What follows belongs to an exercise in optimizing a design on an open flow for small area and a short achievable clock period; a production flow would make more cautious choices. Only simulation tests tie the RTL to the original design; equivalence was not proved.

## the reference run
## vga_style_pipe
module vga_style_pipe(
	input             iCLK,
	input             iRST_N,
	input      [7:0]  iR,
	input      [7:0]  iG,
	input      [7:0]  iB,
	input      [7:0]  iW0,
	input      [7:0]  iW1,
	input      [7:0]  iW2,
	input      [7:0]  iW3,
	input      [7:0]  iW4,
	input      [7:0]  iW5,
	input      [7:0]  iW6,
	input      [7:0]  iW7,
	input      [7:0]  iW8,
	input      [2:0]  iSTYLE,
	input      [3:0]  iH_CTRL,
	input      [3:0]  iS_CTRL,
	input      [3:0]  iI_CTRL,
	input      [3:0]  iT_CTRL,
	input             iEdge,
	input             iPic,
	input      [7:0]  ikeypxl,
	input             ikey_valid,
	output reg [7:0]  oR,
	output reg [7:0]  oG,
	output reg [7:0]  oB
);
reg [7:0] p0_r, p0_g, p0_b;
reg [7:0] w0, w1, w2, w3, w4, w5, w6, w7, w8;
reg [2:0] sty0;
reg [3:0] hc0, sc0, ic0, tc0;
reg       edge0, pic0, kv0;
reg [7:0] kp0;
always @(posedge iCLK) begin
	p0_r <= iR; p0_g <= iG; p0_b <= iB;
	w0 <= iW0; w1 <= iW1; w2 <= iW2; w3 <= iW3; w4 <= iW4;
	w5 <= iW5; w6 <= iW6; w7 <= iW7; w8 <= iW8;
	sty0 <= iSTYLE; hc0 <= iH_CTRL; sc0 <= iS_CTRL; ic0 <= iI_CTRL; tc0 <= iT_CTRL;
	edge0 <= iEdge; pic0 <= iPic; kv0 <= ikey_valid; kp0 <= ikeypxl;
end
reg [2:0] vcnt;
always @(posedge iCLK or negedge iRST_N) begin
	if (!iRST_N)              vcnt <= 3'd0;
	else if (vcnt != 3'd7)    vcnt <= vcnt + 3'd1;
end
wire [4:0] sel = {tc0[0], pic0, edge0, sty0[1:0]};
wire is_edge = (sel == 5'b00100);
wire is_pic  = (sel == 5'b01000);
wire [7:0] e1, e2, gau;
EdgeGray      edge_gray(.ig00(w0), .ig01(w1), .ig02(w2), .ig10(w3), .ig11(w4),
	.ig12(w5), .ig20(w6), .ig21(w7), .ig22(w8), .oEdgeGray(e1));
SobelEdgeGray sobel_edge_gray(.ig00(w0), .ig01(w1), .ig02(w2), .ig10(w3), .ig11(w4),
	.ig12(w5), .ig20(w6), .ig21(w7), .ig22(w8), .oEdgeGray(e2), .oGauss(gau));
wire [8:0] fsum;
RCA #(8) fadd(.a(e1), .b(e2), .ci(1'b0), .s(fsum[7:0]), .co(fsum[8]));
  ...
Size in the first run: ~4500 cells after synthesis, ~150 I/O pins.
==> module HSI2HSI_ALL, before the edit <==
module HSI2HSI_ALL(
	input  [8:0] iH,
	input  [7:0] iS,
	input  [7:0] iI,
	input        sw_H, sw_H1, sw_H2, sw_H3,
	input        sw_S, sw_S1, sw_S2, sw_S3,
	input        sw_I, sw_I1, sw_I2, sw_I3,
	output [8:0] oH,
	output [7:0] oS,
	output [7:0] oI
);
wire [1:0]  hc = {sw_H2, sw_H3};
wire [5:0]  L  = sw_H1 ? (6'd10 + {hc, 3'b000} + {hc, 1'b0}) : (6'd40 - {hc, 3'b000} - {hc, 1'b0});
wire [10:0] t1, t2;
RCA  #(11) ut1(.a({2'b00, iH}), .b({5'd0, L}), .ci(1'b0), .s(t1), .co());
wire unused0;
SUBR #(11) ut2(.a({2'b00, iH}), .b({5'd0, L}), .d(t2), .ge(unused0));
wire        t2n = t2[10];
wire        mid = (iH > 9'd60) && (iH <= 9'd240);
reg  [10:0] h_adj;
always @(*) begin
	if (!sw_H1) begin
		if (mid)            h_adj = (t1 > 11'd240) ? 11'd240 : t1;
		else if (t2n)       h_adj = t2 + 11'd360;
		else if ((iH > 9'd60) && (t2 < 11'd240)) h_adj = 11'd240;
		else                h_adj = t2;
	end else begin
		if (mid)            h_adj = (t2n || t2 < 11'd60) ? 11'd60 : t2;
		else if (t1 > 11'd360) h_adj = t1 - 11'd360;
		else if ((t1 > 11'd60) && (iH < 9'd240)) h_adj = 11'd60;
		else                h_adj = t1;
	end
end
wire [9:0] oH_w = sw_H ? h_adj[9:0] : {1'b0, iH};
assign oH = (oH_w > 10'd360) ? 9'd360 : oH_w[8:0];
function [7:0] pick_m(input [7:0] x, input [1:0] idx, input [6:0] s23);
	case (idx)
		2'd0: pick_m = {1'b0, x[7:1]};
		2'd1: pick_m = {1'b0, s23};
		2'd2: pick_m = {2'b00, x[7:2]};
		default: pick_m = {3'b000, x[7:3]};
	endcase
endfunction
wire [2:0] sc  = {sw_S1, sw_S2, sw_S3};
wire [1:0] sid = sc[2] ? ~sc[1:0] : sc[1:0];
wire [2:0] sn  = 3'd4 - {1'b0, sid};           
wire [6:0] s_s23;
RCA #(6) us23(.a(iS[7:2]), .b({1'b0, iS[7:3]}), .ci(1'b0), .s(s_s23[5:0]), .co(s_s23[6]));
wire [7:0] s_m = pick_m(iS, sid, s_s23);
wire s_lo  = ~iS[7];                               
wire s_A   = (iS > 8'd32) && (iS <= 8'd128);
wire s_B   = (iS > 8'd128) && (iS < 8'd224);
reg        s_plus, s_zero, s_keep;
reg [8:0]  s_k;
always @(*) begin
	s_zero = 1'b0; s_keep = 1'b0; s_plus = 1'b0; s_k = 9'd0;
	if (!sc[2]) begin
		if (s_lo) begin
			s_plus = (sc == 3'd0); s_zero = (sc == 3'd0);
		end else begin
			s_plus = 1'b1; s_k = -{1'b0, sn, 5'd0};       
		end
	end else begin
		if (s_A)      begin s_plus = 1'b1; s_k = -{4'd0, sn, 2'd0}; end     
		else if (s_B) begin
			s_plus = 1'b0;                                                       
			case (sid)
				2'd0: s_k = 9'd112; 2'd1: s_k = 9'd84; 2'd2: s_k = 9'd56; default: s_k = 9'd28;
			endcase
		end
		else          s_keep = 1'b1;
	end
end
wire [8:0] s_base = s_zero ? 9'd0 : {1'b0, iS};
wire [8:0] s_t, s_u;
RCA #(9) us1(.a(s_base), .b({1'b0, s_m} ^ {9{~s_plus}}), .ci(~s_plus), .s(s_t), .co());
RCA #(9) us2(.a(s_t), .b(s_k), .ci(1'b0), .s(s_u), .co());
wire [7:0] s_adj = s_keep ? iS : s_u[8] ? 8'd255 : s_u[7:0];
assign oS = sw_S ? s_adj : iS;
wire [2:0] ic  = {sw_I1, sw_I2, sw_I3};
wire [1:0] iid = ic[2] ? ~ic[1:0] : ic[1:0];
wire [2:0] inn = 3'd4 - {1'b0, iid};
wire [6:0] i_s23;
RCA #(6) ui23(.a(iI[7:2]), .b({1'b0, iI[7:3]}), .ci(1'b0), .s(i_s23[5:0]), .co(i_s23[6]));
wire [7:0] i_m = pick_m(iI, iid, i_s23);
wire i_lo  = (iI < 8'd64);
wire i_mid = !i_lo && (iI < 8'd192);
wire i_hi  = !i_lo && !i_mid;
wire i_zero = (ic == 3'd0 && i_mid) || (ic == 3'd7 && !i_mid);
wire i_plus = i_zero | (ic[2] ? i_mid : !i_mid);
wire [8:0] i_k16 = {2'b00, inn, 4'd0};
wire [8:0] i_k32 = {1'b0, inn, 5'd0};
wire [8:0] i_k = i_lo ? 9'd0 : i_mid ? (ic[2] ? -i_k16 : i_k16) : (ic[2] ? i_k32 : -i_k32);
wire [8:0] i_base = i_zero ? 9'd0 : {1'b0, iI};
wire [8:0] i_t, i_u;
RCA #(9) ui1(.a(i_base), .b({1'b0, i_m} ^ {9{~i_plus}}), .ci(~i_plus), .s(i_t), .co());
RCA #(9) ui2(.a(i_t), .b(i_k), .ci(1'b0), .s(i_u), .co());
wire [7:0] i_adj = i_u[8] ? 8'd255 : i_u[7:0];
assign oI = sw_I ? i_adj : iI;
endmodule
export LEC_CHECK = 0
export ABC_AREA = 1
export CAP_MARGIN = 20
export CORE_MARGIN = 2
export CORE_UTILIZATION = 40
export CTS_BUF_LIST = sky130_fd_sc_hd__clkbuf_16
export CTS_CLUSTER_DIAMETER = 100
export CTS_CLUSTER_SIZE = 30
export PLACE_DENSITY = 0.6
export SLEW_MARGIN = 20
create_clock -name core_clock -period 180.0 [get_ports {iCLK}]
run.sh (not shown) runs the stock make flow with config.mk's settings and CLKGATE_MAP_FILE= SYNTH_SCRIPT=/design/flow/synth_recipe.tcl, a recipe that flattens the netlist after the stock synthesis.
The inputs of the trial run differ from those of the reference run as listed below.
--- a/flow/design.v
+++ b/flow/design.v
@@ -123,30 +123,32 @@
 	output [7:0] oI
 );
 wire [1:0]  hc = {sw_H2, sw_H3};
 wire [5:0]  L  = sw_H1 ? (6'd10 + {hc, 3'b000} + {hc, 1'b0}) : (6'd40 - {hc, 3'b000} - {hc, 1'b0});
-wire [10:0] t1, t2;
-RCA  #(11) ut1(.a({2'b00, iH}), .b({5'd0, L}), .ci(1'b0), .s(t1), .co());
+wire [9:0]  t1, t2;
+RCA  #(10) ut1(.a({1'b0, iH}), .b({4'd0, L}), .ci(1'b0), .s(t1), .co());
 wire unused0;
-SUBR #(11) ut2(.a({2'b00, iH}), .b({5'd0, L}), .d(t2), .ge(unused0));
-wire        t2n = t2[10];
+SUBR #(10) ut2(.a({1'b0, iH}), .b({4'd0, L}), .d(t2), .ge(unused0));
+wire        t2n = t2[9];
+wire [8:0]  w_up, w_dn;
+RCA  #(9) uw1(.a(t2[8:0]), .b(9'd360), .ci(1'b0), .s(w_up), .co());
+RCA  #(9) uw2(.a(t1[8:0]), .b(9'd152), .ci(1'b0), .s(w_dn), .co());
 wire        mid = (iH > 9'd60) && (iH <= 9'd240);
-reg  [10:0] h_adj;
+reg  [8:0]  h_adj;
 always @(*) begin
 	if (!sw_H1) begin
-		if (mid)            h_adj = (t1 > 11'd240) ? 11'd240 : t1;
-		else if (t2n)       h_adj = t2 + 11'd360;
-		else if ((iH > 9'd60) && (t2 < 11'd240)) h_adj = 11'd240;
-		else                h_adj = t2;
+		if (mid)            h_adj = (t1 > 10'd240) ? 9'd240 : t1[8:0];
+		else if (t2n)       h_adj = w_up;
+		else if ((iH > 9'd60) && (t2 < 10'd240)) h_adj = 9'd240;
+		else                h_adj = t2[8:0];
 	end else begin
-		if (mid)            h_adj = (t2n || t2 < 11'd60) ? 11'd60 : t2;
-		else if (t1 > 11'd360) h_adj = t1 - 11'd360;
-		else if ((t1 > 11'd60) && (iH < 9'd240)) h_adj = 11'd60;
-		else                h_adj = t1;
+		if (mid)            h_adj = (t2n || t2 < 10'd60) ? 9'd60 : t2[8:0];
+		else if (t1 > 10'd360) h_adj = w_dn;
+		else if ((t1 > 10'd60) && (iH < 9'd240)) h_adj = 9'd60;
+		else                h_adj = t1[8:0];
 	end
 end
-wire [9:0] oH_w = sw_H ? h_adj[9:0] : {1'b0, iH};
-assign oH = (oH_w > 10'd360) ? 9'd360 : oH_w[8:0];
+assign oH = sw_H ? h_adj : iH;
 function [7:0] pick_m(input [7:0] x, input [1:0] idx, input [6:0] s23);
 	case (idx)
 		2'd0: pick_m = {1'b0, x[7:1]};
 		2'd1: pick_m = {1'b0, s23};
Notes after the runs:
- On adder and majority cell fraction of the synthesized area: between the trial run and the reference run, it ends up lower for the reference run.
- The trial run vs the reference run: setup slack down in the trial run
- Taking the reference run as the reference point, the die area of the trial run falls by about 0.5%.
- The first-iteration DRC count in the trial run sits 6.5% below the value recorded for the reference run.
- Between the trial run and the reference run, the post-layout instance area does not differ in any meaningful way.
- Fill cell total of the finished layout was lower in the reference run than in the trial run.
- Tap cell instance count delta (the reference run -> the trial run): insignificant
- Taking the reference run as the reference, in the trial run final setup violation count level; layout-stage area growth over the synthesis result up 0.45 points.
- The starting density of the core was comparable across the trial run and the reference run.
- Via count delta (the reference run -> the trial run): insignificant
- The trial run and the reference run ended up with nearly the same fmax.

[what the ideal ports hide]
The results above use ideal ports. As a check the final layouts listed here were re-extracted and re-timed, cells and wires unchanged.
Step 1 (the two cells are an assumption about what drives the block):
set clk [get_ports {iCLK}]
set_driving_cell -lib_cell sky130_fd_sc_hd__clkbuf_16 $clk
set_driving_cell -lib_cell sky130_fd_sc_hd__buf_2 [delete_from_list [all_inputs] $clk]
Step 2 times the ports against the registers' clock, not the clock port: input delays grow and output delays shrink by t, the midpoint of the rising clock arrivals with the driver on.
a / b / c = ideal ports / drivers / drivers and shift; a / b = the first two.
run	t (ns)	setup slack, ns	worst setup path at the end	latest minus earliest clock arrival (ns)	worst data-port slew with drivers (ns)
the reference run	0.645	142.528 / 142.460 / 143.074	register to register	0.046 / 0.045	0.04
the trial run	0.674	142.507 / 142.439 / 143.113	register to output	0.044 / 0.044	0.05
After both steps every run listed still meets setup and hold.
